What follows belongs to an exercise in optimizing a design on an open flow for small area, a short achievable clock period and few clock cycles per item; a production flow would make more cautious choices.
At most, simulation tests tie the RTL to the original design; equivalence was not proved.
The RTL of runs 1 and 2 was laid out without a check of its function.
Power is estimated from default activity; no workload was simulated.

==> flow/design.v, too long to show whole: its modules and the start of the top module <==
// module mac_s1: 536 lines
// module mac_s2: 596 lines
// module mac_s3: 606 lines
// module fin: 55 lines
// module fa_bit: 4 lines
// module ha_bit: 4 lines
// module MyDesign: 247 lines
module MyDesign (
  input   wire dut_run,
  output  wire dut_busy,
  input   wire reset_b,
  input   wire clk,
  output wire        input_sram_write_enable,
  output wire [11:0] input_sram_write_addresss,
  output wire [15:0] input_sram_write_data,
  output reg  [11:0] input_sram_read_address,
  input  wire [15:0] input_sram_read_data,
  output wire        output_sram_write_enable,
  output reg  [11:0] output_sram_write_addresss,
  output wire [15:0] output_sram_write_data,
  output wire [11:0] output_sram_read_address,
  input  wire [15:0] output_sram_read_data,
  output wire        scratchpad_sram_write_enable,
  output wire [11:0] scratchpad_sram_write_addresss,
  output wire [15:0] scratchpad_sram_write_data,
  output wire [11:0] scratchpad_sram_read_address,
  input  wire [15:0] scratchpad_sram_read_data,
  output wire        weights_sram_write_enable,
  output wire [11:0] weights_sram_write_addresss,
  output wire [15:0] weights_sram_write_data,
  output wire [11:0] weights_sram_read_address,
  input  wire [15:0] weights_sram_read_data
);
  // ...
==> flow/flow/run.sh <==
#!/bin/bash
# The standard layout (the standard.sh, standard synthesis unchanged), with
# the port buffers inserted by buffer_ports made from buf_2 cells instead of
# the default choice. Each tool's output goes to ORFS's own logs under orfs/;
# this script's output goes to run_flow.log.
set -euo pipefail
export BUFFER_PORTS_ARGS="-buffer_cell sky130_fd_sc_hd__buf_2"
bash standard.sh > run_flow.log 2>&1
==> flow/standard.sh <==
#!/bin/bash
# synth_recipe.tcl (not shown) runs the flow's synth.tcl, then flattens the netlist and writes it again
# the make line also repeats each setting of config.mk as NAME=value (left out here)
make -C /OpenROAD-flow-scripts/flow DESIGN_CONFIG=/design/flow/config.mk WORK_HOME=/design/flow/orfs CLKGATE_MAP_FILE= SYNTH_SCRIPT=/design/flow/synth_recipe.tcl "${@:-finish}"
==> flow/config.mk <==
export PLATFORM = sky130hd
export DESIGN_NAME = MyDesign
export DESIGN_NICKNAME = MyDesign
export VERILOG_FILES = /design/flow/design.v
export SDC_FILE = /design/flow/constraint.sdc
export NUM_CORES = 4
export LEC_CHECK = 0
export CAP_MARGIN = 70
export CORE_MARGIN = 2
export CORE_UTILIZATION = 70
export CTS_CLUSTER_DIAMETER = 150
export CTS_CLUSTER_SIZE = 25
export SLEW_MARGIN = 70
export SYNTH_HIERARCHICAL = 1
==> flow/constraint.sdc <==
create_clock -name core_clock -period 12.0 [get_ports {clk}]
set_input_delay 2.4000 -clock core_clock [delete_from_list [all_inputs] [get_ports {clk}]]
set_output_delay 2.4000 -clock core_clock [all_outputs]
set_load 0.01 [all_outputs]
==> results by group, run 1 <==
Setup path
  • Crit path cell chain: buf_4 -> buf_4 -> buf_2 -> buf_2 -> nand2_1 -> fa_1 -> fa_1 -> fa_1 -> fa_1 -> fa_1
  • Kind of critical path: reg2reg
  • Top Family by Delay on Critical Path: adder cells
  • Crit Path Max Fanout: 5
  • Worst path most repeated cell: fa_1
  • Flop2flop setup slack: 8.29 ns
  • Crit path capture: P1b[10]
  • Crit path buf inv count: 4

Pwr
  • Sequential cell power: 0.00354 W
  • Pwr dens: 301.9 nW/um2
  • Seq pwr share: 22.2%
  • Clock network power share: 7.6%
  • Clk. pwr: 0.00121 W

Global route
  • Largest net degree at the start of global routing: 75
  • Total Routing Usage GR: 32.88%
  • Met2 usage: 54.38%
  • GRT overflow: 0

Cells and area
  • Antenna cells: 0
  • Multi-input combinational area share: 63.03%
  • Reg area: 15070 um2
  • Final std cells w/o fill: 5274
  • Most common cell after layout, fill and taps aside: fa_1

Min path
  • Hold Path Depth: 0

Detailed routing
  • DRC viols: 0
  • Post-route ant nets: 0
  • Met2 WL: 58270 um
  • WL per Instance: 22.88 um

Logic synthesis
  • Syn avg cell area: 11.91 um2
  • Syn. warnings: 7

Floorplanning
  • Core Rows: 99

CTS
  • Root buffer cell: clkbuf_16
  • CTS tree: done

Placed design
  • Pre-CTS WS: 8.282 ns

Run status
  • Status: finished clean
==> run 2: changes to the inputs <==
==> flow/config.mk (replaced) <==
export PLATFORM = sky130hd
export DESIGN_NAME = MyDesign
export DESIGN_NICKNAME = MyDesign
export VERILOG_FILES = /design/flow/design.v
export SDC_FILE = /design/flow/constraint.sdc
export NUM_CORES = 4
export LEC_CHECK = 0
export CAP_MARGIN = 50
export CORE_MARGIN = 2
export CORE_UTILIZATION = 80
export CTS_CLUSTER_DIAMETER = 150
export CTS_CLUSTER_SIZE = 25
export SLEW_MARGIN = 50
export SYNTH_HIERARCHICAL = 1
==> results by group, run 2 <==
Logic synthesis
  • Sequential fraction of the synthesis area: 28.71%
  • Top FF cell, synth: dfxtp_1
  • Cell taking the most area after synthesis: fa_1
  • Mapped Area: 51920 um2
  • Post-synth ARST share: 0%
  • Count leader, synth: fa_1
  • Syn. warnings: 7 (unchanged)
  • Share of the synthesized area in the top cell type: 41.80%
  • Synth top area cells: fa_1, dfxtp_1, edfxtp_1
  • Post-synth top cells: fa_1, nand2_1, dfxtp_1, buf_4, and2_1
  • Syn avg cell area: 11.91 um2 (unchanged)
  • Cell variety after synth: 74
  • Synth Register Bits: 680
  • EDFF count, synth: 129
  • Synth Instances: 4361

Min path
  • Hold Path Depth: 0 (unchanged)
  • Hold Crit Class: reg2reg

Global route
  • Largest net degree at the start of global routing: 75 (unchanged)
  • Met2 usage: 61.03% (+6.6 points)
  • Met1 Use GR: 48.12%
  • Global route hottest layer: met2
  • Vias in the first global route: 34680
  • GRT overflow: 0 (unchanged)
  • Total Routing Usage GR: 37.53% (+4.6 points)
  • Antenna violations before repair: 1
  • First-pass GRT wire length: 189000 um
  • Routing usage on met3: 9.126%

Cells and area
  • Finished Core Util: 80.65%
  • Largest regs: P2a (49), P2b (49)
  • Final net count: 5489
  • Most common cell after layout, fill and taps aside: fa_1
  • Area delta synth->final: -0.05305%
  • Most frequent cells in the layout: fa_1, nand2_1, dfxtp_1
  • Layout cells sized above 1: 8.250%
  • Final std cells w/o fill: 5051 (-4.2%)

Pwr
  • Net Sw Power: 0.007277 W
  • Peak supply drop: 0.3230 mV
  • P_int: 0.008803 W
  • Leakage: 20.33 nW
  • Seq pwr share: 22.1% (about the same)
  • Combinational Power Share: 70.2%
  • Net Sw Frac: 45.26%
  • Clock network power share: 7.6% (about the same)
  • Pwr dens: 309.9 nW/um2 (+2.6%)

Detailed routing
  • Iter 0 DRT Violations: 3028
  • Drt via density: 6.176
  • Total wire length: 120800 um
  • Post-route ant nets: 0 (unchanged)
  • First-pass detailed-route iteration total: 8
  • WL per Instance: 23.92 um (+4.5%)
  • Via count: 31200
  • DRC viols: 0 (unchanged)

CTS
  • CTS tree: done
  • Post-CTS setup repair buffer count: 0
  • Hold-fix buffers at CTS: 0
  • Worst skew pair latency: 0.69 ns
  • CTS HTree Levels: 1
  • TritonCTS Sinks: 680
  • Root buffer cell: clkbuf_16
  • Post-CTS resize count: 0
  • Clock transition at path regs: 0.11 ns
  • Clock Path Buffers: 3
  • CTS Buf Count: 31

Setup path
  • Worst path most repeated cell: fa_1
  • Top Family by Delay on Critical Path: adder cells
  • Crit path buf inv count: 1 (-3)
  • Critical Path Stages: 12
  • Crit. End Element: register
  • Startpoint Class: register
  • Worst path slowest cell: fa_1
  • Worst Reg-to-Reg Cells: 12
  • Crit path cell chain: fa_1 -> fa_1 -> fa_1 -> inv_1 -> ha_1 -> a21oi_2 -> nor3b_2 -> o21ai_1 -> a32oi_1 -> xnor2_1 -> a2111oi_1 -> nand4_1
  • Crit Path Max Fanout: 7 (+2)
  • Kind of critical path: reg2reg
  • Data required, critical path: 12.53 ns
  • Critical Path AT: 4.22 ns
  • CP peak stage delay: 0.49 ns

Job
  • Max-cap violations: 0

Floorplanning
  • Die area: 66950 um2
  • Num ports: 232
  • Core ar.: 64350 um2
  • Die height: 258.8 um
  • Initial Utilization: 80.69%
  • Core Rows: 93 (-6.1%)
  • Die X: 258.8 um

Timing
  • Period utilization: 30.79%
  • Final WS setup: 8.305 ns
  • Fin crit period: 3.695 ns
  • Worst Hold Slack: 0.3274 ns
  • Endpoints failing hold: 0
  • Total Neg Setup Slack: 0 ns
  • Slew @ Worst Pin: 0.7920 ns
  • Final Max Slew Viols: 0
  • Final Skew: 0.04494 ns
  • Final setup fails: 0
  • RSZ-0062 raised after global routing: false
  • Fmax: 270.6 MHz
  • Max-slew headroom: 47.20%

Placed design
  • Cell Count Post-Placement: 4984
  • Final GP Congestion: 0.9275
  • Post-DP HPWL: 92430 um
  • Pre-CTS WS: 8.343 ns (+0.06062 ns)
  • Number of port buffers: 157

Run status
  • Status: finished clean
## run 2: cell counts after synthesis
Identical to the previous run, type by type.
## run 2: stage by stage
step                      total power [W]  instance area, um2
final                             0.01608               51890
after global routing              0.01775               51890
after CTS                         0.01611               51740
after detailed placement          0.01484               50850
after global placement            0.01432               50490
after floorplan                   0.01579               52160
## run 2: path summary, 6_finish.rpt
kind / start / endpoint / slack [ns]
setup / recovery: P3b[27] / R1[7] / 8.31
hold / removal: jC[2] / jD[2] / 0.33
setup reg to reg: P3b[27] / R1[7] / 8.31
hold reg to reg: jC[2] / jD[2] / 0.33
## run 2: per-layer routing
metal | share of wire (%) | up-vias | wire length (um)
li1 | - | 12890 | -
met1 | 36 | 15770 | 42940
met2 | 48 | 2048 | 57990
met3 | 11 | 494 | 13230
met4 | 5.5 | 0 | 6655
met5 | 0 | - | 0
## run 2: power by group through the flow
stage	combinational (W)	clock (W)	sequential [W]
after detailed placement	0.0112	0	0.00362
after CTS	0.0113	0.00124	0.00357
after floorplan	0.0123	0	0.00349
after global routing	0.0128	0.00132	0.00362
after global placement	0.0107	0	0.00360
final	0.0113	0.00123	0.00356
## run 2: cells by family after synthesis
logic type               Yosys count  share of synthesized area [%]
multiplexers                      21                         0.4386
other                              2                        0.01446
AO/OA/AOI/OAI                    186                          2.540
XOR/XNOR                          45                         0.7591
flip-flops                       680                          28.71
AND/OR/NAND/NOR                 1552                          13.93
adder cells (fa/ha/maj)         1246                          45.70
buffers and inverters            629                          7.911
## run 2: modules after synthesis, one instance, submodules excluded
| module | cell area, um2 | flops+latches | cells | copies in the design |
|---|---|---|---|---|
| mac_s2 | 1386 | 0 | 268 | 2 |
| MyDesign | 18810 | 680 | 1289 | 1 |
| mac_s3 | 1351 | 0 | 262 | 2 |
| mac_s1 | 1426 | 0 | 272 | 2 |
| fin | 1026 | 0 | 151 | 2 |
| ha_bit | 12.51 | 0 | 1 | 82 |
| fa_bit | 20.02 | 0 | 1 | 1084 |
## run 2: final cells by class
class / instances / area [um2]
antenna: 2 / 5.005
clock inverter: 2 / 40.04
clock buffer: 49 / 843.3
multi-input combinational: 3115 / 33150
inverter: 138 / 518.0
tap: 855 / 1070
timing repair buffer: 210 / 1308
sequential: 680 / 14960
fill: 3823 / 12450
==> module MyDesign, before the edit <==
module MyDesign (
  input   wire dut_run,
  output  wire dut_busy,
  input   wire reset_b,
  input   wire clk,
  output wire        input_sram_write_enable,
  output wire [11:0] input_sram_write_addresss,
  output wire [15:0] input_sram_write_data,
  output reg  [11:0] input_sram_read_address,
  input  wire [15:0] input_sram_read_data,
  output wire        output_sram_write_enable,
  output reg  [11:0] output_sram_write_addresss,
  output wire [15:0] output_sram_write_data,
  output wire [11:0] output_sram_read_address,
  input  wire [15:0] output_sram_read_data,
  output wire        scratchpad_sram_write_enable,
  output wire [11:0] scratchpad_sram_write_addresss,
  output wire [15:0] scratchpad_sram_write_data,
  output wire [11:0] scratchpad_sram_read_address,
  input  wire [15:0] scratchpad_sram_read_data,
  output wire        weights_sram_write_enable,
  output wire [11:0] weights_sram_write_addresss,
  output wire [15:0] weights_sram_write_data,
  output wire [11:0] weights_sram_read_address,
  input  wire [15:0] weights_sram_read_data
);
  assign input_sram_write_enable   = 1'b0;
  assign input_sram_write_addresss = 12'd0;
  assign input_sram_write_data     = 16'd0;
  reg        busy;                
  reg        run;                 
  reg        av;                  
  reg  [2:0] wcnt;                
  reg  [3:0] endsr;               
  wire       start = dut_run & ~busy;
  reg        pv, ph;
  reg  [5:0] pr;
  reg  [4:0] pj;
  reg  [6:0] nreg;
  wire [4:0] cmask = {nreg[6], |nreg[6:5], |nreg[6:4], |nreg[6:3], |nreg[6:2]};
  wire [5:0] rmask = {nreg[6], |nreg[6:5], |nreg[6:4], |nreg[6:3], |nreg[6:2], |nreg[6:1]};
  wire       lastcol = (pj == cmask);
  wire       lastrow = (pr == rmask);
  reg  [15:0] XR, XRp, XA, XAp, XB, XBp;
  reg  [15:0] XRo, XAo;           
  reg         weo;                
  reg  [4:0]  spwa;               
  reg         xv, xh, xlast, xn4;
  reg  [5:0]  xr;
  reg  [4:0]  xj;
  wire        endd = run & xh & (&XR);
  reg  [11:0] ira;                
  reg  [4:0]  spra;               
  reg  [6:0]  wra;                
  reg  [4:0]  jA, jB, jC, jD;     
  always @(posedge clk) begin
    if (!reset_b) begin
      busy  <= 1'b0;
      run   <= 1'b0;
      weo   <= 1'b0;
      av    <= 1'b0;
      pv    <= 1'b0;
      endsr <= 4'd0;
    end else begin
      endsr <= {endsr[2:0], endd};
      if (start) begin
        busy  <= 1'b1;
        run   <= 1'b1;
        weo   <= 1'b1;
        av   <= 1'b1;
        pv   <= 1'b0;
      end else begin
        if (endsr[2]) run  <= 1'b0;
        if (endsr[3]) busy <= 1'b0;
        if (endsr[0]) weo <= 1'b0;
        if (endd) begin
          av <= 1'b0;
          pv <= 1'b0;
        end else
          pv <= av;
      end
    end
  end
  always @(posedge clk) begin
    if (av) ira <= ira + 12'd1;
    else    ira <= 12'd0;
    if (!run)               wcnt <= 3'd0;
    else if (wcnt != 3'd6)  wcnt <= wcnt + 3'd1;
    if (!run)               wra <= 7'd0;
    else if (wcnt < 3'd4)   wra <= {4'd0, wcnt + 3'd1};
    else                    wra <= {2'b10, pj};
    if (!pv)
      ph <= 1'b1;
    else if (ph) begin
      ph   <= 1'b0;
      pr   <= 6'd0;
      pj   <= 5'd0;
      nreg <= input_sram_read_data[6:0];
    end else if (lastcol) begin
      pj <= 5'd0;
      if (lastrow) ph <= 1'b1;
      else         pr <= pr + 6'd1;
    end else
      pj <= pj + 5'd1;
  end
  always @(posedge clk) begin
    if (!reset_b) begin
      input_sram_read_address <= 12'd0;
      spra <= 5'd0;
      spwa <= 5'd0;
    end else begin
      spwa <= pj;
      if (av) input_sram_read_address <= ira + 12'd1;
      else    input_sram_read_address <= 12'd0;
      if (pv) begin
        if (ph | lastcol) spra <= 5'd0;
        else              spra <= pj + 5'd1;
      end
    end
  end
  always @(posedge clk) begin
    XR  <= input_sram_read_data;
    XRp <= XR;
    XA  <= scratchpad_sram_read_data;
    XAp <= XA;
    XB  <= weights_sram_read_data;
    XBp <= XB;
    xh    <= pv & ph;
    xv    <= pv & ~ph;
    xr    <= pr;
    xj    <= pj;
    xlast <= lastcol & lastrow;
    xn4   <= ~|cmask[4:1];
    jA <= xj;
    jB <= jA;
    jC <= jB;
    jD <= jC;
  end
  always @(posedge clk) begin
    if (!reset_b) begin
      XRo <= 16'd0;
      XAo <= 16'd0;
    end else begin
      XRo <= input_sram_read_data;
      XAo <= scratchpad_sram_read_data;
    end
  end
  assign scratchpad_sram_read_address   = {7'd0, spra};
  assign scratchpad_sram_write_enable   = weo;
  assign scratchpad_sram_write_addresss = {7'd0, spwa};
  assign scratchpad_sram_write_data     = XRo;
  assign weights_sram_read_address      = {5'd0, wra};
  assign weights_sram_write_enable      = weo;
  assign weights_sram_write_addresss    = {7'b0000010, jA};
  assign weights_sram_write_data        = XAo;
  assign output_sram_read_address       = {7'b1000000, jB};
  reg [7:0] k00, k01, k02, k10, k11, k12, k20, k21, k22;
  always @(posedge clk) begin
    case (wcnt)
      3'd1: begin k00 <= weights_sram_read_data[15:8]; k01 <= weights_sram_read_data[7:0]; end
      3'd2: begin k02 <= weights_sram_read_data[15:8]; k10 <= weights_sram_read_data[7:0]; end
      3'd3: begin k11 <= weights_sram_read_data[15:8]; k12 <= weights_sram_read_data[7:0]; end
      3'd4: begin k20 <= weights_sram_read_data[15:8]; k21 <= weights_sram_read_data[7:0]; end
      3'd5: begin k22 <= weights_sram_read_data[15:8]; end
      default: ;
    endcase
  end
  wire [41:0] s1a, s1b;
  wire [48:0] s2a, s2b;
  wire [47:0] s3a, s3b;
  reg  [41:0] P1a, P1b;
  reg  [48:0] P2a, P2b;
  reg  [47:0] P3a, P3b;
  mac_s1 m1a (.x0(XRp[15:8]), .x1(XRp[7:0]), .x2(XR[15:8]), .g0(k20), .g1(k21), .g2(k22), .o(s1a));
  mac_s1 m1b (.x0(XRp[7:0]), .x1(XR[15:8]), .x2(XR[7:0]),  .g0(k20), .g1(k21), .g2(k22), .o(s1b));
  mac_s2 m2a (.x0(XAp[15:8]), .x1(XAp[7:0]), .x2(XA[15:8]), .g0(k10), .g1(k11), .g2(k12), .i(P1a), .o(s2a));
  mac_s2 m2b (.x0(XAp[7:0]), .x1(XA[15:8]), .x2(XA[7:0]),  .g0(k10), .g1(k11), .g2(k12), .i(P1b), .o(s2b));
  mac_s3 m3a (.x0(XBp[15:8]), .x1(XBp[7:0]), .x2(XB[15:8]), .g0(k00), .g1(k01), .g2(k02), .i(P2a), .o(s3a));
  mac_s3 m3b (.x0(XBp[7:0]), .x1(XB[15:8]), .x2(XB[7:0]),  .g0(k00), .g1(k01), .g2(k02), .i(P2b), .o(s3b));
  always @(posedge clk) begin
    P1a <= s1a; P1b <= s1b;
    P2a <= s2a; P2b <= s2b;
    P3a <= s3a; P3b <= s3b;
  end
  wire [8:0] r0, r1;
  fin f0 (.i(P3a), .r(r0));
  fin f1 (.i(P3b), .r(r1));
  reg  [8:0]  R0, R1;
  always @(posedge clk) begin
    R0 <= r0;
    R1 <= r1;
  end
  reg [4:0] T1, T2, T3, T4;
  wire [4:0] T0 = {xv & (|xr[5:1]) & (|xj), ~xr[0], xr[1] ^ xj[0], xlast, xn4};
  always @(posedge clk) begin
    if (!reset_b) begin
      T1 <= 5'd0; T2 <= 5'd0; T3 <= 5'd0; T4 <= 5'd0;
    end else begin
      T1 <= T0; T2 <= T1; T3 <= T2; T4 <= T3;
    end
  end
  wire t_ov = T4[4], t_even = T4[3], t_par = T4[2], t_last = T4[1];
  reg  [6:0]  Creg, Hhold, pend;
  reg  [11:0] oaddr;
  reg         owe;
  reg  [6:0]  owh, owl;
  wire [6:0]  c0 = R0[8] ? 7'd0 : (R0[7] ? 7'd127 : R0[6:0]);
  wire [6:0]  c1 = R1[8] ? 7'd0 : (R1[7] ? 7'd127 : R1[6:0]);
  wire        g01 = c0 > c1;
  wire        g0c = c0 > Creg;
  wire        g1c = c1 > Creg;
  wire [6:0]  H    = g01 ? c0 : c1;
  wire [6:0]  item = (g01 & g0c) ? c0 : ((~g01 & g1c) ? c1 : Creg);
  always @(posedge clk) Creg <= T3[0] ? Hhold : output_sram_read_data[14:8];
  always @(posedge clk) begin
    if (!reset_b) begin
      owe <= 1'b0;
    end else begin
      owe <= t_ov & (t_even | t_par | t_last);
    end
  end
  always @(posedge clk) begin
    if (!run) oaddr <= 12'd0;
    if (t_ov) begin
      if (t_even) begin
        Hhold <= H;
        owh   <= H;
        output_sram_write_addresss <= {7'b1000000, jD};
      end else begin
        output_sram_write_addresss <= oaddr;
        if (t_par) begin
          owh <= pend;
          owl <= item;
          oaddr <= oaddr + 12'd1;
        end else begin
          pend <= item;
          owh  <= item;
          owl  <= 7'd0;
          if (t_last) oaddr <= oaddr + 12'd1;
        end
      end
    end
  end
  assign output_sram_write_enable = owe;
  assign output_sram_write_data   = {1'b0, owh, 1'b0, owl};
  assign dut_busy = busy;
endmodule
==> run 3: changes to the inputs <==
--- a/flow/design.v
+++ b/flow/design.v
@@ -1992,7 +1992,7 @@
     R1 <= r1;
   end
   reg [4:0] T1, T2, T3, T4;
-  wire [4:0] T0 = {xv & (|xr[5:1]) & (|xj), ~xr[0], xr[1] ^ xj[0], xlast, xn4};
+  wire [4:0] T0 = {run & xv & (|xr[5:1]) & (|xj), ~xr[0], xr[1] ^ xj[0], xlast, xn4};
   always @(posedge clk) begin
     if (!reset_b) begin
       T1 <= 5'd0; T2 <= 5'd0; T3 <= 5'd0; T4 <= 5'd0;
==> results by group, run 3 <==
Logic synthesis
  • Count leader, synth: fa_1
  • Post-Synth Adder-Cell Area: 45.70% (about the same)
  • EDFF count, synth: 129 (unchanged)
  • Mapped Area: 51930 um2 (about the same)
  • Largest family of logic cells by synthesized area: adder cells
  • Syn avg cell area: 11.90 um2 (about the same)
  • Post-synth ARST share: 0% (unchanged)
  • Sequential fraction of the synthesis area: 28.70% (about the same)
  • Mux share of post-synthesis cell area: 0.4193% (-0.019 points)
  • Synth Instances: 4365 (+0.092%)
  • Synth Area in Compound Gates: 2.489% (-0.051 points)
  • Post-Synth XOR/XNOR Area: 0.7590% (about the same)
  • Synth top area cells: fa_1, dfxtp_1, edfxtp_1
  • Cell taking the most area after synthesis: fa_1
  • Post-synth top cells: fa_1, nand2_1, dfxtp_1, buf_4, and2_1
  • Synth Register Bits: 680 (unchanged)
  • Simple-Gate Fraction of Synth Area: 13.99% (+0.064 points)
  • Top FF cell, synth: dfxtp_1
  • Share of the synthesized area in the top cell type: 41.79% (about the same)
  • Cell variety after synth: 74 (unchanged)
  • Syn. warnings: 7 (unchanged)

Setup path
  • Crit Path Max Fanout: 16 (+9)
  • CP Launch Point: k00[2]
  • Reg2reg start: k00[2]
  • Kind of critical path: reg2reg
  • CP peak stage delay: 0.86 ns (+0.37 ns)
  • Worst path most repeated cell: fa_1
  • Crit path cell chain: nand2_1 -> fa_1 -> fa_1 -> fa_1 -> fa_1 -> fa_1 -> ha_1
  • Critical Path Stages: 7 (-5)
  • Flop2flop setup slack: 8.26 ns (-0.04 ns)
  • Data required, critical path: 12.54 ns (about the same)
  • Worst Reg-to-Reg Cells: 7 (-5)
  • Critical Path AT: 4.27 ns (+0.05 ns)
  • Crit path capture: P3a[17]
  • Crit. End Element: register
  • Worst R2R End: P3a[17]
  • Crit path buf inv count: 0 (-1)
  • Startpoint Class: register
  • Top Family by Delay on Critical Path: adder cells
  • Worst path slowest cell: edfxtp_1

Timing
  • Slew @ Worst Pin: 0.7678 ns (-0.02413 ns)
  • Endpoints failing hold: 0 (unchanged)
  • Final WS setup: 8.265 ns (-0.04028 ns)
  • Total Neg Setup Slack: 0 ns (unchanged)
  • Worst Hold Slack: 0.3288 ns (+0.001412 ns)
  • Final Skew: 0.02604 ns (-0.01890 ns)
  • Max-slew headroom: 48.81% (+1.6 points)
  • RSZ-0062 raised after global routing: false
  • Fmax: 267.7 MHz (-1.1%)
  • Period utilization: 31.13% (+0.34 points)
  • Final setup fails: 0 (unchanged)
  • Final Max Slew Viols: 0 (unchanged)
  • Fin crit period: 3.735 ns (+0.04028 ns)

Pwr
  • Pwr dens: 308.0 nW/um2 (-0.60%)
  • Power Total: 0.01600 W (-0.52%)
  • Leakage: 20.33 nW (about the same)
  • Peak supply drop: 0.3271 mV (+1.3%)

Floorplanning
  • Die height: 258.8 um (about the same)
  • Core Rows: 93 (unchanged)
  • Die area: 66960 um2 (about the same)
  • Core ar.: 64350 um2 (unchanged)
  • Num ports: 232 (unchanged)
  • Die X: 258.8 um (about the same)
  • Initial Utilization: 80.70% (about the same)

CTS
  • CTS tree: done
  • CTS HTree Levels: 1 (unchanged)
  • Clock Path Buffers: 3 (unchanged)
  • Worst skew pair latency: 0.66 ns (-0.03 ns)
  • CTS Buf Count: 31 (unchanged)
  • TritonCTS Sinks: 680 (unchanged)
  • Post-CTS setup repair buffer count: 0 (unchanged)
  • Post-CTS resize count: 0 (unchanged)
  • Root buffer cell: clkbuf_16
  • Clock transition at path regs: 0.10 ns (about the same)
  • Hold-fix buffers at CTS: 0 (unchanged)

Global route
  • First-pass GRT wire length: 189800 um (+0.41%)
  • Antenna violations before repair: 2 (+1)
  • Total Routing Usage GR: 37.66% (+0.13 points)
  • Largest net degree at the start of global routing: 75 (unchanged)
  • GRT overflow: 0 (unchanged)
  • Vias in the first global route: 34630 (-0.15%)

Detailed routing
  • Post-route ant nets: 0 (unchanged)
  • WL per Instance: 24.06 um (+0.59%)
  • Drt via density: 6.217 (+0.65%)
  • First-pass detailed-route iteration total: 8 (unchanged)
  • Total wire length: 121600 um (+0.63%)
  • Via count: 31410 (+0.69%)
  • DRC viols: 0 (unchanged)
  • Iter 0 DRT Violations: 3028 (unchanged)

Placed design
  • Post-DP HPWL: 92600 um (+0.19%)
  • Final GP Congestion: 0.9234 (-0.44%)
  • Placed inst area: 50850 um2 (about the same)
  • Pre-CTS WS: 8.322 ns (-0.02123 ns)
  • Number of port buffers: 157 (unchanged)

Min path
  • Hold Crit Start: jC[4]
  • Hold Crit Class: reg2reg

Cells and area
  • Antenna cells: 0 (-2)
  • Final net count: 5494 (+0.091%)
  • Area delta synth->final: 0.01685% (about the same)
  • Layout cells sized above 1: 8.385% (+0.14 points)
  • Fin area: 51930 um2 (about the same)
  • Largest regs: P2a (49), P2b (49)
  • Most frequent cells in the layout: fa_1, nand2_1, dfxtp_1
  • Most common cell after layout, fill and taps aside: fa_1

Run status
  • Status: finished clean

Job
  • Max-cap violations: 0 (unchanged)
==> run 3: cell count changes after synthesis, moves of 2 or more <==
cell       previous run  this run
o31ai_1              17        15
and3_1                9        12
nand2_1             937       935
o2bb2ai_1             4         2
clkbuf_1             25        27
nor2_1               76        78
o21ai_0              23        25
==> run 3: per-module statistics from Yosys (local to each module, per instance) <==
module,times used,flip-flops and latches
MyDesign,1,680
mac_s1,2,0
mac_s2,2,0
mac_s3,2,0
fin,2,0
fa_bit,1084,0
ha_bit,82,0
==> run 3: per-layer routing <==
| layer | up-vias | routed length (um) | global-route usage [%] |
|---|---|---|---|
| met2 | 2069 | 58780 | 61.84 |
| met1 | 15910 | 42610 | 47.88 |
| met3 | 556 | 13510 | 9.106 |
| met5 | - | 26 | 0 |
| li1 | 12880 | - | - |
| met4 | 4 | 6646 | 17.95 |
==> run 3: cells by family (layout without fill, tap and decap cells) <==
| family | Yosys count | count (layout) |
|---|---|---|
| and+or+nand+nor | 1557 | 1557 |
| adders and majority gates | 1246 | 1246 |
| DFF | 680 | 680 |
| buffers and inverters | 631 | 401 |
| AOI/OAI and AO/OA | 184 | 184 |
| xor gates and xnor gates | 45 | 45 |
| muxes | 20 | 20 |
| other | 2 | 65 |
==> run 3: power breakdown <==
part | switching [W] | internal (W)
Clock | 0.000727 | 0.000491
Combinational | 0.00612 | 0.00510
Sequential | 0.000395 | 0.00316
==> run 3: how the worst min path moves through the flow <==
stage	endpoint	slack, ns	depth (start not counted)
floorplan	jD[0]	0.31	0
finish	jD[4]	0.33	0
detailed placement	P3b[46]	0.31	0
global route	jD[3]	0.34	0
global placement	jD[4]	0.31	0
CTS	P3b[46]	0.33	0
==> run 3: cell type report <==
cell class                      count  area [um2]
Sequential cell                   680       14960
Inverter                          138       518.0
Multi-Input combinational cell   3117       33160
Timing Repair Buffer              213        1345
Clock inverter                      2       40.04
Clock buffer                       48       839.6
Tap cell                          855        1070
Fill cell                        3845       12410
==> run 3: per-stage QoR <==
step	util, %	cells
after detailed placement	79.03	4985
after global placement	78.47	4957
after CTS	80.39	5035
after global routing	80.71	5053
final	80.71	5053
after floorplan	-	4428
Testbench counts of run 3, summed over its fixed seeds: cycles 36,652, items 15,932.
==> run 4: changes to the inputs <==
==> flow/run.sh (new file) <==
#!/bin/bash
# synth_recipe.tcl (not shown) runs the flow's synth.tcl, then flattens the netlist and writes it again
# the make line also repeats each setting of config.mk as NAME=value (left out here)
make -C /OpenROAD-flow-scripts/flow DESIGN_CONFIG=/design/flow/config.mk WORK_HOME=/design/flow/orfs CLKGATE_MAP_FILE= SYNTH_SCRIPT=/design/flow/synth_recipe.tcl finish
removed: flow/flow/run.sh
removed: flow/standard.sh
==> results by group, run 4 <==
Min path
  • Hold path endpoint: jD[1]
  • Hold Crit Start: jC[1]
  • Hold Path Depth: 0 (unchanged)
  • Hold Crit Class: reg2reg

Floorplanning
  • Num ports: 232 (unchanged)
  • Core Rows: 93 (unchanged)
  • Initial Utilization: 80.70% (unchanged)
  • Die area: 66960 um2 (unchanged)
  • Die X: 258.8 um (unchanged)
  • Die height: 258.8 um (unchanged)
  • Core ar.: 64350 um2 (unchanged)

Job
  • Max-cap violations: 0 (unchanged)

Cells and area
  • Area delta synth->final: 1.270%
  • Most common cell after layout, fill and taps aside: fa_1
  • Final std cells w/o fill: 5043 (-0.20%)
  • Finished Core Util: 81.72% (+1.0 points)
  • Largest regs: P2a (49), P2b (49)
  • Layout cells sized above 1: 4.370% (-4.0 points)
  • Most frequent cells in the layout: fa_1, nand2_1, dfxtp_1
  • Reg area: 14960 um2 (about the same)
  • Final net count: 5483 (-0.20%)
  • # fillers: 3696 (-3.9%)
  • Multi-input logic area: 33160 um2 (about the same)
  • Antenna cells: 0 (unchanged)

Setup path
  • Crit Path Max Fanout: 3 (-13)
  • Worst path slowest cell: clkdlybuf4s50_1
  • Crit. End Element: output pin
  • Worst R2R End: R1[7]
  • Data required, critical path: 9.60 ns (-2.94 ns)
  • Worst Reg-to-Reg Cells: 12 (+5)
  • Crit path buf inv count: 1 (+1)
  • Startpoint Class: register
  • Flop2flop setup slack: 8.28 ns (+0.02 ns)
  • CP peak stage delay: 0.59 ns (-0.27 ns)
  • Kind of critical path: reg2out
  • Reg2reg start: P3b[27]
  • Top Family by Delay on Critical Path: buffers and inverters
  • Crit path cell chain: clkdlybuf4s50_1
  • Critical Path AT: 1.61 ns (-2.66 ns)

Timing
  • Fin crit period: 4.013 ns (+0.2780 ns)
  • Final Max Slew Viols: 0 (unchanged)
  • Max-slew headroom: 46.73% (-2.1 points)
  • Worst Hold Slack: 0.3300 ns (+0.001170 ns)
  • Fmax: 249.2 MHz (-6.9%)
  • Total Neg Setup Slack: 0 ns (unchanged)
  • Final setup fails: 0 (unchanged)
  • Slew @ Worst Pin: 0.7990 ns (+0.03120 ns)
  • Period utilization: 33.44% (+2.3 points)
  • Endpoints failing hold: 0 (unchanged)
  • Final Skew: 0.03124 ns (+0.005205 ns)
  • RSZ-0062 raised after global routing: false

Global route
  • First-pass GRT wire length: 192900 um (+1.7%)
  • GRT overflow: 0 (unchanged)
  • Total Routing Usage GR: 38.28% (+0.62 points)
  • Vias in the first global route: 35310 (+2.0%)
  • Largest net degree at the start of global routing: 75 (unchanged)
  • Antenna violations before repair: 3 (+1)

Detailed routing
  • Iter 0 DRT Violations: 3293 (+8.8%)
  • Via count: 31810 (+1.3%)
  • Drt via density: 6.308 (+1.5%)
  • Total wire length: 123300 um (+1.4%)
  • First-pass detailed-route iteration total: 9 (+1)
  • DRC viols: 0 (unchanged)
  • Post-route ant nets: 0 (unchanged)
  • WL per Instance: 24.45 um (+1.6%)

CTS
  • CTS tree: done
  • Clock Path Buffers: 3 (unchanged)
  • CTS HTree Levels: 1 (unchanged)
  • CTS Buf Count: 31 (unchanged)
  • Root buffer cell: clkbuf_16
  • Hold-fix buffers at CTS: 0 (unchanged)
  • TritonCTS Sinks: 680 (unchanged)
  • Worst skew pair latency: 0.67 ns (about the same)
  • Post-CTS resize count: 0 (unchanged)
  • Clock transition at path regs: 0.10 ns (about the same)
  • Post-CTS setup repair buffer count: 0 (unchanged)

Logic synthesis
  • Mapped Area: 51930 um2 (unchanged)
  • Synth Instances: 4365 (unchanged)
  • Top FF cell, synth: dfxtp_1
  • Post-synth ARST share: 0% (unchanged)
  • Cell variety after synth: 74 (unchanged)
  • Share of the synthesized area in the top cell type: 41.79% (unchanged)
  • Cell taking the most area after synthesis: fa_1
  • Sequential fraction of the synthesis area: 28.70% (unchanged)
  • Synth top area cells: fa_1, dfxtp_1, edfxtp_1
  • Count leader, synth: fa_1
  • Syn avg cell area: 11.90 um2 (unchanged)
  • Post-synth top cells: fa_1, nand2_1, dfxtp_1, buf_4, and2_1
  • Synth Register Bits: 680 (unchanged)
  • EDFF count, synth: 129 (unchanged)
  • Syn. warnings: 7 (unchanged)

Placed design
  • Number of port buffers: 157 (unchanged)
  • Post-DP HPWL: 94060 um (+1.6%)
  • Final GP Congestion: 0.9311 (+0.83%)
  • Cell Count Post-Placement: 4981 (-0.080%)

Run status
  • Status: finished clean

Pwr
  • Peak supply drop: 0.3611 mV (+10%)
  • Pwr dens: 306.1 nW/um2 (-0.61%)
  • Leakage: 20.17 nW (-0.78%)
## run 4: cell counts after synthesis
No cell type changed its count.
## run 4: worst max path at each step
stage,start,end,cells past startpoint
6_report,busy,dut_busy,1
5_1_grt,busy,dut_busy,1
4_1_cts,busy,dut_busy,1
3_5_place_dp,P3b[27],R1[7],12
3_3_place_gp,XR[10],P1b[10],6
2_1_floorplan,P2a[13],P3a[16],7
## run 4: layout make-up
| type | instances | share of cell area (%) |
|---|---|---|
| multi-input combinational | 3117 | 63.06 |
| sequential | 680 | 28.44 |
| timing repair buffer | 202 | 3.800 |
| tap | 855 | 2.034 |
| clock buffer | 49 | 1.604 |
| inverter | 138 | 0.9851 |
| clock inverter | 2 | 0.07614 |
## run 4: Yosys stat by module (local to each module, per instance)
module    area, um2  cells  flops+latches
MyDesign      18820   1293            680
mac_s1         1426    272              0
mac_s2         1386    268              0
mac_s3         1351    262              0
fin            1026    151              0
fa_bit        20.02      1              0
ha_bit        12.51      1              0
## run 4: kinds of logic after synthesis
group                    share of synthesized area (%)
AO/OA/AOI/OAI                                    2.489
XOR/XNOR                                        0.7590
adder cells (fa/ha/maj)                          45.70
buffers and inverters                            7.925
flip-flops                                       28.70
multiplexers                                    0.4193
other                                          0.01446
AND/OR/NAND/NOR                                  13.99
## run 4: through the flow
stage	instance area (um2)	setup WS [ns]	power, W
finish	52590	7.987	0.01610
global route	52590	7.931	0.01774
CTS	52460	7.944	0.01613
detailed placement	51580	8.316	0.01484
global placement	51260	8.214	0.01428
floorplan	52160	8.595	0.01579
## run 4: where the power goes
part	internal, W	switching [W]
Sequential	0.00316	0.000406
Combinational	0.00515	0.00615
Clock	0.000492	0.000733
## run 4: routing by layer
layer	global-route usage, %	vias up	wire length [um]
li1	-	12880	-
met1	48.41	15940	42620
met2	63.26	2348	59630
met3	8.470	646	13810
met4	19.28	0	7258
met5	0	-	0
==> run 5: changes to the inputs <==
--- a/flow/design.v
+++ b/flow/design.v
@@ -1843,9 +1843,10 @@
   wire       lastcol = (pj == cmask);
   wire       lastrow = (pr == rmask);
   reg  [15:0] XR, XRp, XA, XAp, XB, XBp;
-  reg  [15:0] XRo, XAo;           
+  reg  [15:0] XRo;                
   reg         weo;                
   reg  [4:0]  spwa;               
+  reg         wbank;              
   reg         xv, xh, xlast, xn4;
   reg  [5:0]  xr;
   reg  [4:0]  xj;
@@ -1889,7 +1890,7 @@
     else if (wcnt != 3'd6)  wcnt <= wcnt + 3'd1;
     if (!run)               wra <= 7'd0;
     else if (wcnt < 3'd4)   wra <= {4'd0, wcnt + 3'd1};
-    else                    wra <= {2'b10, pj};
+    else                    wra <= {1'b1, pr[0], pj};
     if (!pv)
       ph <= 1'b1;
     else if (ph) begin
@@ -1909,8 +1910,10 @@
       input_sram_read_address <= 12'd0;
       spra <= 5'd0;
       spwa <= 5'd0;
+      wbank <= 1'b0;
     end else begin
       spwa <= pj;
+      wbank <= pr[0];
       if (av) input_sram_read_address <= ira + 12'd1;
       else    input_sram_read_address <= 12'd0;
       if (pv) begin
@@ -1940,10 +1943,8 @@
   always @(posedge clk) begin
     if (!reset_b) begin
       XRo <= 16'd0;
-      XAo <= 16'd0;
     end else begin
       XRo <= input_sram_read_data;
-      XAo <= scratchpad_sram_read_data;
     end
   end
   assign scratchpad_sram_read_address   = {7'd0, spra};
@@ -1952,8 +1953,8 @@
   assign scratchpad_sram_write_data     = XRo;
   assign weights_sram_read_address      = {5'd0, wra};
   assign weights_sram_write_enable      = weo;
-  assign weights_sram_write_addresss    = {7'b0000010, jA};
-  assign weights_sram_write_data        = XAo;
+  assign weights_sram_write_addresss    = {6'b000001, wbank, spwa};
+  assign weights_sram_write_data        = XRo;
   assign output_sram_read_address       = {7'b1000000, jB};
   reg [7:0] k00, k01, k02, k10, k11, k12, k20, k21, k22;
   always @(posedge clk) begin
==> flow/flow/run.sh (new file) <==
#!/bin/bash
# The standard layout (the standard.sh, standard synthesis unchanged), with
# the port buffers inserted by buffer_ports made from buf_2 cells instead of
# the default choice. Each tool's output goes to ORFS's own logs under orfs/;
# this script's output goes to run_flow.log.
set -euo pipefail
export BUFFER_PORTS_ARGS="-buffer_cell sky130_fd_sc_hd__buf_2"
bash standard.sh > run_flow.log 2>&1
==> flow/standard.sh (new file) <==
#!/bin/bash
# synth_recipe.tcl (not shown) runs the flow's synth.tcl, then flattens the netlist and writes it again
# the make line also repeats each setting of config.mk as NAME=value (left out here)
make -C /OpenROAD-flow-scripts/flow DESIGN_CONFIG=/design/flow/config.mk WORK_HOME=/design/flow/orfs CLKGATE_MAP_FILE= SYNTH_SCRIPT=/design/flow/synth_recipe.tcl "${@:-finish}"
==> flow/config.mk (replaced) <==
export PLATFORM = sky130hd
export DESIGN_NAME = MyDesign
export DESIGN_NICKNAME = MyDesign
export VERILOG_FILES = /design/flow/design.v
export SDC_FILE = /design/flow/constraint.sdc
export NUM_CORES = 4
export LEC_CHECK = 0
export CAP_MARGIN = 40
export CORE_MARGIN = 2
export CORE_UTILIZATION = 85
export CTS_CLUSTER_DIAMETER = 150
export CTS_CLUSTER_SIZE = 25
export SLEW_MARGIN = 40
export SYNTH_HIERARCHICAL = 1
removed: flow/run.sh
==> results by group, run 5 <==
Run status
  • Status: finished clean

Logic synthesis
  • EDFF count, synth: 129 (unchanged)
  • Count leader, synth: fa_1
  • Synth Instances: 4352 (-0.30%)
  • Synth Register Bits: 666 (-2.1%)
  • Cell variety after synth: 74 (unchanged)
  • Mapped Area: 51700 um2 (-0.44%)
  • Sequential fraction of the synthesis area: 28.29% (-0.41 points)
  • Synth top area cells: fa_1, dfxtp_1, edfxtp_1
  • Syn avg cell area: 11.88 um2 (-0.15%)
  • Post-synth ARST share: 0% (unchanged)
  • Syn. warnings: 7 (unchanged)
  • Top FF cell, synth: dfxtp_1
  • Post-synth top cells: fa_1, nand2_1, dfxtp_1, buf_4, and2_1
  • Cell taking the most area after synthesis: fa_1
  • Share of the synthesized area in the top cell type: 41.98% (+0.19 points)

Setup path
  • Crit Path Max Fanout: 30 (+27)
  • Flop2flop setup slack: 8.09 ns (-0.19 ns)
  • Crit. End Element: register
  • CP Launch Point: R0[7]
  • Top Family by Delay on Critical Path: compound AO/OA/AOI/OAI gates
  • Worst R2R End: owh[6]
  • Crit path capture: owh[6]
  • Data required, critical path: 12.37 ns (+2.77 ns)
  • Worst path slowest cell: a2111oi_0
  • CP peak stage delay: 0.77 ns (+0.18 ns)
  • Worst Reg-to-Reg Cells: 10 (-2)
  • Worst path most repeated cell: nor2_1
  • Crit path cell chain: nor2_1 -> nor2_1 -> ha_1 -> a21oi_1 -> o21ai_0 -> o22ai_1 -> buf_4 -> mux2_2 -> a2111oi_0 -> nor3_1
  • Startpoint Class: register
  • Reg2reg start: R0[7]
  • Kind of critical path: reg2reg
  • Critical Path Stages: 10 (+9)
  • Critical Path AT: 4.28 ns (+2.67 ns)
  • Crit path buf inv count: 1 (unchanged)

Global route
  • GRT overflow: 0 (unchanged)
  • Antenna violations before repair: 1 (-2)
  • Largest net degree at the start of global routing: 60 (-20%)
  • Total Routing Usage GR: 40.78% (+2.5 points)
  • First-pass GRT wire length: 192300 um (-0.30%)
  • Vias in the first global route: 35770 (+1.3%)

Timing
  • Fin crit period: 3.911 ns (-0.1022 ns)
  • RSZ-0062 raised after global routing: false
  • Period utilization: 32.59% (-0.85 points)
  • Endpoints failing hold: 0 (unchanged)
  • Slew @ Worst Pin: 0.9658 ns (+0.1668 ns)
  • Total Neg Setup Slack: 0 ns (unchanged)
  • Final Skew: 0.02710 ns (-0.004143 ns)
  • Fmax: 255.7 MHz (+2.6%)
  • Max-slew headroom: 35.52% (-11 points)
  • Final Max Slew Viols: 0 (unchanged)
  • Final setup fails: 0 (unchanged)

CTS
  • TritonCTS Sinks: 666 (-2.1%)
  • Worst skew pair latency: 0.65 ns (-0.02 ns)
  • Hold-fix buffers at CTS: 0 (unchanged)
  • Clock transition at path regs: 0.10 ns (about the same)
  • Post-CTS setup repair buffer count: 0 (unchanged)
  • CTS tree: done
  • Clock Path Buffers: 3 (unchanged)
  • Root buffer cell: clkbuf_16
  • Post-CTS resize count: 0 (unchanged)
  • CTS Buf Count: 30 (-3.2%)
  • CTS HTree Levels: 1 (unchanged)

Detailed routing
  • WL per Instance: 25.22 um (+3.2%)
  • Drt via density: 6.489 (+2.9%)
  • Iter 0 DRT Violations: 3706 (+13%)
  • Total wire length: 123900 um (+0.48%)
  • First-pass detailed-route iteration total: 8 (-1)
  • DRC viols: 0 (unchanged)
  • Via count: 31880 (+0.20%)
  • Post-route ant nets: 0 (unchanged)

Floorplanning
  • Die X: 250.6 um (-3.2%)
  • Core ar.: 60250 um2 (-6.4%)
  • Initial Utilization: 85.81% (+5.1 points)
  • Num ports: 232 (unchanged)
  • Die area: 62810 um2 (-6.2%)
  • Die height: 250.6 um (-3.2%)
  • Core Rows: 90 (-3.2%)

Placed design
  • Number of port buffers: 159 (+1.3%)
  • Cell Count Post-Placement: 4850 (-2.6%)
  • Final GP Congestion: 0.9427 (+1.2%)
  • Post-DP HPWL: 92300 um (-1.9%)

Cells and area
  • Area delta synth->final: -1.268%
  • Final std cells w/o fill: 4912 (-2.6%)
  • Layout cells sized above 1: 7.048% (+2.7 points)
  • Most frequent cells in the layout: fa_1, nand2_1, dfxtp_1
  • Largest regs: P2a (49), P2b (49)
  • Finished Core Util: 84.72% (+3.0 points)
  • Most common cell after layout, fill and taps aside: fa_1
  • Final net count: 5424 (-1.1%)

Min path
  • Hold Crit Class: reg2reg

Pwr
  • Leakage: 19.96 nW (-1.1%)
  • Peak supply drop: 0.3554 mV (-1.6%)
  • Pwr dens: 315.6 nW/um2 (+3.1%)

Job
  • Max-cap violations: 0 (unchanged)
==> run 5: changes by cell type after synthesis, moves of 3 or more <==
cell     previous run  this run
a22o_1              2         5
and2_1            349       334
buf_4             456       476
dfxtp_1           551       537
nand4_1            16        13
==> run 5: layout make-up <==
type | instances | area, um2
Multi-Input combinational cell | 3099 | 33050
Clock buffer | 48 | 818.3
Antenna cell | 1 | 2.502
Inverter | 137 | 514.2
Tap cell | 782 | 978.4
Timing Repair Buffer | 177 | 997.2
Sequential cell | 666 | 14650
Fill cell | 3110 | 9205
Clock inverter | 2 | 27.53
==> run 5: metrics by stage <==
stage	setup WS, ns	hold WS (ns)	power, W	instance area [um2]
floorplan	8.595	0.3096	0.01574	51920
global placement	8.095	0.3106	0.01420	50000
detailed placement	8.104	0.3121	0.01483	50030
CTS	8.083	0.3186	0.01604	50880
global route	7.835	0.3322	0.01773	51040
finish	8.089	0.3219	0.01611	51040
==> run 5: how the worst min path moves through the flow <==
stage / startpoint / endpoint / slack [ns] / cells past startpoint
final: P2b[48] / P3b[46] / 0.32 / 0
after global routing: P2b[48] / P3b[46] / 0.33 / 0
after CTS: P2b[48] / P3b[46] / 0.32 / 0
after detailed placement: P2b[48] / P3b[46] / 0.31 / 0
after global placement: jC[2] / jD[2] / 0.31 / 0
after floorplan: jA[0] / jB[0] / 0.31 / 0
==> run 5: metal layers <==
metal  part of all wire [%]  GRT usage, %  up-vias
met3                     12         10.66      672
met4                    6.7         23.73        2
met2                     48         65.33     2470
li1                       -             -    12740
met1                     34         50.97    16000
met5                  0.065        0.8494        -
==> run 5: cell families after synthesis <==
family	count (synthesis)	synth area share, %
muxes	21	0.4429
DFF	666	28.29
buffers and inverters	648	8.229
AOI/OAI and AO/OA	185	2.544
xor gates and xnor gates	44	0.7455
adders and majority gates	1246	45.90
other	2	0.01453
and+or+nand+nor	1540	13.84
==> run 5: report_power, final <==
group	internal [W]	switching [W]	total [W]
Sequential	0.00311	0.000415	0.00353
Clock	0.000473	0.000704	0.00118
Combinational	0.00518	0.00622	0.0114
==> run 5: Yosys stat by module, one instance, submodules excluded <==
module | copies in the design | cell area [um2] | flip-flops and latches
MyDesign | 1 | 18590 | 666
mac_s1 | 2 | 1426 | 0
mac_s2 | 2 | 1386 | 0
mac_s3 | 2 | 1351 | 0
fin | 2 | 1026 | 0
fa_bit | 1084 | 20.02 | 0
ha_bit | 82 | 12.51 | 0
Testbench counts of run 5, summed over its fixed seeds: cycles 36,652, items 15,932.
==> run 6: changes to the inputs <==
--- a/flow/config.mk
+++ b/flow/config.mk
@@ -5,6 +5,7 @@
 export SDC_FILE = /design/flow/constraint.sdc
 export NUM_CORES = 4
 export LEC_CHECK = 0
+export ABC_CLOCK_PERIOD_IN_PS = 3000
 export CAP_MARGIN = 40
 export CORE_MARGIN = 2
 export CORE_UTILIZATION = 85
==> results by group, run 6 <==
Timing
  • Fin crit period: 3.911 ns (unchanged)
  • Final Max Slew Viols: 0 (unchanged)
  • Max-slew headroom: 35.52% (unchanged)
  • RSZ-0062 raised after global routing: false
  • Endpoints failing hold: 0 (unchanged)
  • Period utilization: 32.59% (unchanged)
  • Final Skew: 0.02710 ns (unchanged)
  • Slew @ Worst Pin: 0.9658 ns (unchanged)
  • Total Neg Setup Slack: 0 ns (unchanged)
  • Final WS setup: 8.089 ns (unchanged)
  • Fmax: 255.7 MHz (unchanged)
  • Final setup fails: 0 (unchanged)

Setup path
  • Kind of critical path: reg2reg
  • Startpoint Class: register
  • Worst R2R End: owh[6]
  • Reg2reg start: R0[7]
  • Crit Path Max Fanout: 30 (unchanged)
  • Data required, critical path: 12.37 ns (about the same)
  • Worst path most repeated cell: nor2_1
  • Crit path buf inv count: 1 (unchanged)
  • Crit path cell chain: nor2_1 -> nor2_1 -> ha_1 -> a21oi_1 -> o21ai_0 -> o22ai_1 -> buf_4 -> mux2_2 -> a2111oi_0 -> nor3_1
  • Flop2flop setup slack: 8.09 ns (about the same)
  • CP peak stage delay: 0.77 ns (about the same)
  • Worst path slowest cell: a2111oi_0
  • Crit. End Element: register
  • Critical Path AT: 4.28 ns (about the same)
  • Top Family by Delay on Critical Path: compound AO/OA/AOI/OAI gates
  • Worst Reg-to-Reg Cells: 10 (unchanged)

Cells and area
  • Finished Core Util: 84.72% (unchanged)
  • Most common cell after layout, fill and taps aside: fa_1
  • Fin area: 51040 um2 (unchanged)
  • Largest regs: P2a (49), P2b (49)
  • Final net count: 5424 (unchanged)
  • Layout cells sized above 1: 7.048% (unchanged)
  • Most frequent cells in the layout: fa_1, nand2_1, dfxtp_1
  • # fillers: 3110 (unchanged)
  • Area delta synth->final: -1.268% (unchanged)

Global route
  • Vias in the first global route: 35770 (unchanged)
  • First-pass GRT wire length: 192300 um (unchanged)
  • Largest net degree at the start of global routing: 60 (unchanged)
  • GRT overflow: 0 (unchanged)
  • Total Routing Usage GR: 40.78% (unchanged)
  • Antenna violations before repair: 1 (unchanged)

CTS
  • Clock transition at path regs: 0.10 ns (about the same)
  • Hold-fix buffers at CTS: 0 (unchanged)
  • Post-CTS resize count: 0 (unchanged)
  • Root buffer cell: clkbuf_16
  • Clock Path Buffers: 3 (unchanged)
  • TritonCTS Sinks: 666 (unchanged)
  • Worst skew pair latency: 0.65 ns (about the same)
  • Post-CTS setup repair buffer count: 0 (unchanged)
  • CTS Buf Count: 30 (unchanged)
  • CTS HTree Levels: 1 (unchanged)
  • CTS tree: done

Detailed routing
  • Total wire length: 123900 um (unchanged)
  • First-pass detailed-route iteration total: 8 (unchanged)
  • Iter 0 DRT Violations: 3706 (unchanged)
  • WL per Instance: 25.22 um (unchanged)
  • Via count: 31880 (unchanged)
  • Drt via density: 6.489 (unchanged)
  • Post-route ant nets: 0 (unchanged)
  • DRC viols: 0 (unchanged)

Job
  • Max-cap violations: 0 (unchanged)

Floorplanning
  • Num ports: 232 (unchanged)
  • Die height: 250.6 um (unchanged)
  • Die area: 62810 um2 (unchanged)
  • Core Rows: 90 (unchanged)
  • Die X: 250.6 um (unchanged)
  • Core ar.: 60250 um2 (unchanged)
  • Initial Utilization: 85.81% (unchanged)

Logic synthesis
  • Mapped Area: 51700 um2 (unchanged)
  • Synth Register Bits: 666 (unchanged)
  • Synth top area cells: fa_1, dfxtp_1, edfxtp_1
  • Count leader, synth: fa_1
  • Syn. warnings: 7 (unchanged)
  • EDFF count, synth: 129 (unchanged)
  • Synth Instances: 4352 (unchanged)
  • Post-synth ARST share: 0% (unchanged)
  • Share of the synthesized area in the top cell type: 41.98% (unchanged)
  • Sequential fraction of the synthesis area: 28.29% (unchanged)
  • Post-synth top cells: fa_1, nand2_1, dfxtp_1, buf_4, and2_1
  • Cell taking the most area after synthesis: fa_1
  • Syn avg cell area: 11.88 um2 (unchanged)
  • Top FF cell, synth: dfxtp_1
  • Cell variety after synth: 74 (unchanged)

Placed design
  • Placed inst area: 50030 um2 (unchanged)
  • Number of port buffers: 159 (unchanged)
  • Post-DP HPWL: 92300 um (unchanged)
  • Pre-CTS WS: 8.104 ns (unchanged)
  • Final GP Congestion: 0.9427 (unchanged)

Min path
  • Hold Crit Start: P2b[48]
  • Hold path endpoint: P3b[46]
  • Hold Crit Class: reg2reg
  • Hold Path Depth: 0 (unchanged)

Run status
  • Status: finished clean

Pwr
  • Pwr dens: 315.6 nW/um2 (unchanged)
  • Leakage: 19.96 nW (unchanged)
  • Peak supply drop: 0.3554 mV (unchanged)
==> run 6: cell counts after synthesis <==
No cell type changed its count.
==> run 6: report_power, final <==
group	leakage (nW)	switching, W	internal (W)
logic	13.9	0.00622	0.00518
registers	5.66	0.000415	0.00311
clock network	0.404	0.000704	0.000473
==> run 6: worst max path at each step <==
stage	start	end	slack, ns	cells past startpoint
2_1_floorplan	P2a[13]	P3a[16]	8.59	7
4_1_cts	R0[7]	owh[6]	8.08	10
3_3_place_gp	R0[7]	owh[6]	8.09	10
3_5_place_dp	R0[7]	owh[6]	8.10	10
5_1_grt	R0[7]	owh[6]	7.83	10
6_report	R0[7]	owh[6]	8.09	10
==> run 6: metal layers <==
metal  track usage [%]  up-vias  wire length (um)
met5            0.8494        -                81
met2             65.33     2470             59180
li1                  -    12740                 -
met1             50.97    16000             41620
met4             23.73        2              8339
met3             10.66      672             14680
==> run 6: per-module statistics from Yosys (local to each module, per instance) <==
module	copies in the design	cells	flip-flops and latches
ha_bit	82	1	0
MyDesign	1	1280	666
mac_s3	2	262	0
fa_bit	1084	1	0
mac_s2	2	268	0
mac_s1	2	272	0
fin	2	151	0
==> run 6: metrics by stage <==
stage | power (W) | hold slack, ns | instances
final | 0.01611 | 0.3219 | 4912
after global routing | 0.01773 | 0.3322 | 4912
after detailed placement | 0.01483 | 0.3121 | 4850
after floorplan | 0.01574 | 0.3096 | 4413
after CTS | 0.01604 | 0.3186 | 4900
after global placement | 0.01420 | 0.3106 | 4849
==> run 6: logic make-up (layout without fill, tap and decap cells) <==
family | after synthesis | count (layout) | share of synthesized area (%)
other cells | 2 | 64 | 0.01453
mux | 21 | 21 | 0.4429
simple gates | 1540 | 1540 | 13.84
xor+xnor | 44 | 44 | 0.7455
flops | 666 | 666 | 28.29
compound gates | 185 | 185 | 2.544
fa+ha+maj | 1246 | 1246 | 45.90
buf+inv | 648 | 364 | 8.229
==> run 6: layout make-up <==
| type | count | area, um2 | area share [%] |
|---|---|---|---|
| antenna | 1 | 2.502 | 0.004903 |
| clock buffer | 48 | 818.3 | 1.603 |
| clock inverter | 2 | 27.53 | 0.05393 |
| inverter | 137 | 514.2 | 1.008 |
| multi-input combinational | 3099 | 33050 | 64.75 |
| sequential | 666 | 14650 | 28.71 |
| tap | 782 | 978.4 | 1.917 |
| timing repair buffer | 177 | 997.2 | 1.954 |
==> run 6: worst register-to-register path, delay by kind of cell (launching register included) <==
| kind | cells | cell delay, ns |
|---|---|---|
| adders and majority gates | 1 | 0.39 |
| muxes | 1 | 0.43 |
| AOI/OAI and AO/OA | 4 | 1.22 |
| buffers and inverters | 1 | 0.29 |
| DFF | 1 | 0.49 |
| and+or+nand+nor | 3 | 0.82 |
==> run 7: changes to the inputs <==
--- a/flow/config.mk
+++ b/flow/config.mk
@@ -6,10 +6,10 @@
 export NUM_CORES = 4
 export LEC_CHECK = 0
 export ABC_CLOCK_PERIOD_IN_PS = 3000
-export CAP_MARGIN = 40
+export CAP_MARGIN = 50
 export CORE_MARGIN = 2
-export CORE_UTILIZATION = 85
+export CORE_UTILIZATION = 80
 export CTS_CLUSTER_DIAMETER = 150
 export CTS_CLUSTER_SIZE = 25
-export SLEW_MARGIN = 40
+export SLEW_MARGIN = 50
 export SYNTH_HIERARCHICAL = 1
==> results by group, run 7 <==
Floorplanning
  • Initial Utilization: 80.63% (-5.2 points)
  • Die area: 66670 um2 (+6.1%)
  • Die X: 258.2 um (+3.0%)
  • Core Rows: 93 (+3.3%)
  • Num ports: 232 (unchanged)
  • Die height: 258.2 um (+3.0%)
  • Core ar.: 64120 um2 (+6.4%)

Setup path
  • Data required, critical path: 12.37 ns (about the same)
  • Reg2reg start: R0[7]
  • Flop2flop setup slack: 8.14 ns (+0.05 ns)
  • CP Launch Point: R0[7]
  • Crit Path Max Fanout: 30 (unchanged)
  • Worst Reg-to-Reg Cells: 10 (unchanged)
  • Startpoint Class: register
  • Critical Path AT: 4.23 ns (-0.05 ns)
  • Kind of critical path: reg2reg
  • Crit. End Element: register

Logic synthesis
  • EDFF count, synth: 129 (unchanged)
  • Count leader, synth: fa_1
  • Share of the synthesized area in the top cell type: 41.98% (unchanged)
  • Top FF cell, synth: dfxtp_1
  • Cell taking the most area after synthesis: fa_1
  • Post-synth top cells: fa_1, nand2_1, dfxtp_1, buf_4, and2_1
  • Syn. warnings: 7 (unchanged)
  • Synth Instances: 4352 (unchanged)
  • Post-synth ARST share: 0% (unchanged)
  • Syn avg cell area: 11.88 um2 (unchanged)
  • Cell variety after synth: 74 (unchanged)
  • Mapped Area: 51700 um2 (unchanged)
  • Synth top area cells: fa_1, dfxtp_1, edfxtp_1
  • Synth Register Bits: 666 (unchanged)
  • Sequential fraction of the synthesis area: 28.29% (unchanged)

Timing
  • Period utilization: 32.14% (-0.45 points)
  • Endpoints failing hold: 0 (unchanged)
  • Final setup fails: 0 (unchanged)
  • Fmax: 259.3 MHz (+1.4%)
  • Total Neg Setup Slack: 0 ns (unchanged)
  • Final Skew: 0.03483 ns (+0.007726 ns)
  • RSZ-0062 raised after global routing: false
  • Fin crit period: 3.857 ns (-0.05412 ns)
  • Slew @ Worst Pin: 0.7657 ns (-0.2001 ns)
  • Max-slew headroom: 48.89% (+13 points)
  • Final Max Slew Viols: 0 (unchanged)

Detailed routing
  • Total wire length: 120000 um (-3.2%)
  • Via count: 30900 (-3.1%)
  • Post-route ant nets: 0 (unchanged)
  • DRC viols: 0 (unchanged)
  • Iter 0 DRT Violations: 3172 (-14%)
  • WL per Instance: 23.86 um (-5.4%)
  • Drt via density: 6.146 (-5.3%)
  • First-pass detailed-route iteration total: 9 (+1)

Cells and area
  • Reg area: 14680 um2 (+0.19%)
  • Largest regs: P2a (49), P2b (49)
  • Layout cells sized above 1: 8.535% (+1.5 points)
  • # fillers: 3820 (+23%)
  • Area delta synth->final: -0.3171%
  • Final std cells w/o fill: 5028 (+2.4%)
  • Most frequent cells in the layout: fa_1, nand2_1, dfxtp_1
  • Multi-input logic area: 33060 um2 (about the same)
  • Final net count: 5465 (+0.76%)
  • Fin area: 51530 um2 (+0.96%)
  • Most common cell after layout, fill and taps aside: fa_1

Pwr
  • Peak supply drop: 0.3052 mV (-14%)
  • P_int: 0.008733 W (-0.40%)
  • Clock network power share: 7.4% (about the same)
  • Leakage: 20.18 nW (+1.1%)
  • Net Sw Frac: 45.35% (-0.22 points)
  • Combinational Power Share: 70.6% (-0.2 points)
  • Net Sw Power: 0.007246 W (-1.3%)
  • Seq pwr share: 22.0% (about the same)
  • Pwr dens: 310.1 nW/um2 (-1.7%)

CTS
  • Post-CTS setup repair buffer count: 0 (unchanged)
  • Clock transition at path regs: 0.10 ns (about the same)
  • TritonCTS Sinks: 666 (unchanged)
  • Worst skew pair latency: 0.67 ns (+0.02 ns)
  • CTS HTree Levels: 1 (unchanged)
  • CTS Buf Count: 30 (unchanged)
  • CTS tree: done
  • Clock Path Buffers: 3 (unchanged)
  • Root buffer cell: clkbuf_16
  • Post-CTS resize count: 0 (unchanged)
  • Hold-fix buffers at CTS: 0 (unchanged)

Min path
  • Hold Crit Start: jA[0]
  • Hold Path Depth: 0 (unchanged)
  • Hold Crit Class: reg2reg

Global route
  • Largest net degree at the start of global routing: 60 (unchanged)
  • Total Routing Usage GR: 37.50% (-3.3 points)
  • GRT overflow: 0 (unchanged)
  • First-pass GRT wire length: 188400 um (-2.1%)
  • Vias in the first global route: 34470 (-3.6%)
  • Antenna violations before repair: 3 (+2)

Placed design
  • Number of port buffers: 159 (unchanged)
  • Placed inst area: 50470 um2 (+0.86%)
  • Post-DP HPWL: 91510 um (-0.85%)
  • Final GP Congestion: 0.9196 (-2.5%)
  • Cell Count Post-Placement: 4957 (+2.2%)

Job
  • Max-cap violations: 0 (unchanged)

Run status
  • Status: finished clean
## run 7: cell types whose count changed in the layout (fill, tap and decap cells not counted), sizes merged
cell	delta
buf	+41
clkbuf	+1
diode	+1
## run 7: path summary, 6_finish.rpt
path	to
min	jB[0]
max reg2reg	owh[6]
min reg2reg	jB[0]
max	owh[6]
## run 7: logic make-up after synthesis
kind of cell	synth area share (%)
mux	0.4429
xor+xnor	0.7455
compound gates	2.544
flops	28.29
other cells	0.01453
fa+ha+maj	45.90
simple gates	13.84
buf+inv	8.229
## run 7: through the flow
stage	util (%)	total power, W	setup WS [ns]	hold WS, ns
6_report	80.37	0.01598	8.143	0.3337
4_1_cts	80.04	0.01599	8.147	0.3351
2_1_floorplan	-	0.01574	8.595	0.3096
3_3_place_gp	78.17	0.01427	8.098	0.3097
3_5_place_dp	78.71	0.01475	8.166	0.3121
5_1_grt	80.37	0.01767	7.939	0.3420
## run 7: layer usage
metal | up-vias | share of wire [%] | wire, um | GRT usage [%]
li1 | 12800 | - | - | -
met1 | 15520 | 35 | 42400 | 47.94
met2 | 2017 | 49 | 58260 | 62.02
met3 | 556 | 10 | 12400 | 7.951
met4 | 4 | 5.8 | 6899 | 18.24
met5 | - | 0.019 | 23 | 0
## run 7: layout make-up
class	count	share of cell area (%)
Multi-Input combinational cell	3099	64.15
Sequential cell	666	28.49
Timing Repair Buffer	218	2.630
Tap cell	855	2.076
Clock buffer	49	1.595
Inverter	137	0.9979
Clock inverter	2	0.05342
Antenna cell	2	0.009712
## run 7: modules after synthesis, one instance, submodules excluded
module / cells inside / copies in the design
fin: 151 / 2
MyDesign: 1280 / 1
ha_bit: 1 / 82
mac_s1: 272 / 2
fa_bit: 1 / 1084
mac_s2: 268 / 2
mac_s3: 262 / 2
## run 7: power by group through the flow
stage	Combinational, W	Clock [W]	Sequential [W]
3_5_place_dp	0.0112	0	0.00357
2_1_floorplan	0.0123	0	0.00344
3_3_place_gp	0.0107	0	0.00355
6_report	0.0113	0.00119	0.00352
4_1_cts	0.0113	0.00121	0.00352
5_1_grt	0.0128	0.00128	0.00358
## run 7: worst max-delay path: stages, from the launching register on
cell and delay (ns):
dfxtp_1 0.52, nor2_1 0.09, nor2_1 0.55, ha_1 0.37, a21oi_1 0.12, o21ai_0 0.14, o22ai_1 0.21, buf_4 0.30
mux2_2 0.43, a2111oi_1 0.72, nor3_1 0.12

[what the ideal ports hide]
How much do the figures lean on ideal ports? The routed layouts below were timed once more, with nothing changed but the port constraints. Step 1: set_driving_cell puts a clkbuf_16 on clk and a buf_2 on each other input, an assumption about the parent block. Step 2 also shifts input and output timing later by t, the mid clock arrival at the registers, as if the neighbouring blocks saw the same clock. Slacks: ideal ports / drivers / drivers and shift; pairs: ideal ports / drivers.
| run | t, ns | slack for setup (ns) | hold WS [ns] | pins driven straight from the clock port |
|---|---|---|---|---|
| run 1 | 0.712 | 8.285 / 8.285 / 8.285 | 0.336 / 0.336 / 0.336 | 1 |
| run 2 | 0.734 | 8.305 / 8.305 / 8.305 | 0.327 / 0.327 / 0.327 | 1 |
| run 3 | 0.712 | 8.265 / 8.265 / 8.265 | 0.329 / 0.329 / 0.329 | 1 |
| run 4 | 0.718 | 7.987 / 7.921 / 8.279 | 0.330 / 0.330 / 0.330 | 1 |
| run 5 | 0.706 | 8.089 / 8.089 / 8.089 | 0.322 / 0.322 / 0.322 | 1 |
| run 6 | 0.706 | 8.089 / 8.089 / 8.089 | 0.322 / 0.322 / 0.322 | 1 |
| run 7 | 0.718 | 8.143 / 8.143 / 8.143 | 0.334 / 0.334 / 0.334 | 1 |
After both steps setup and hold are still met in every run listed.
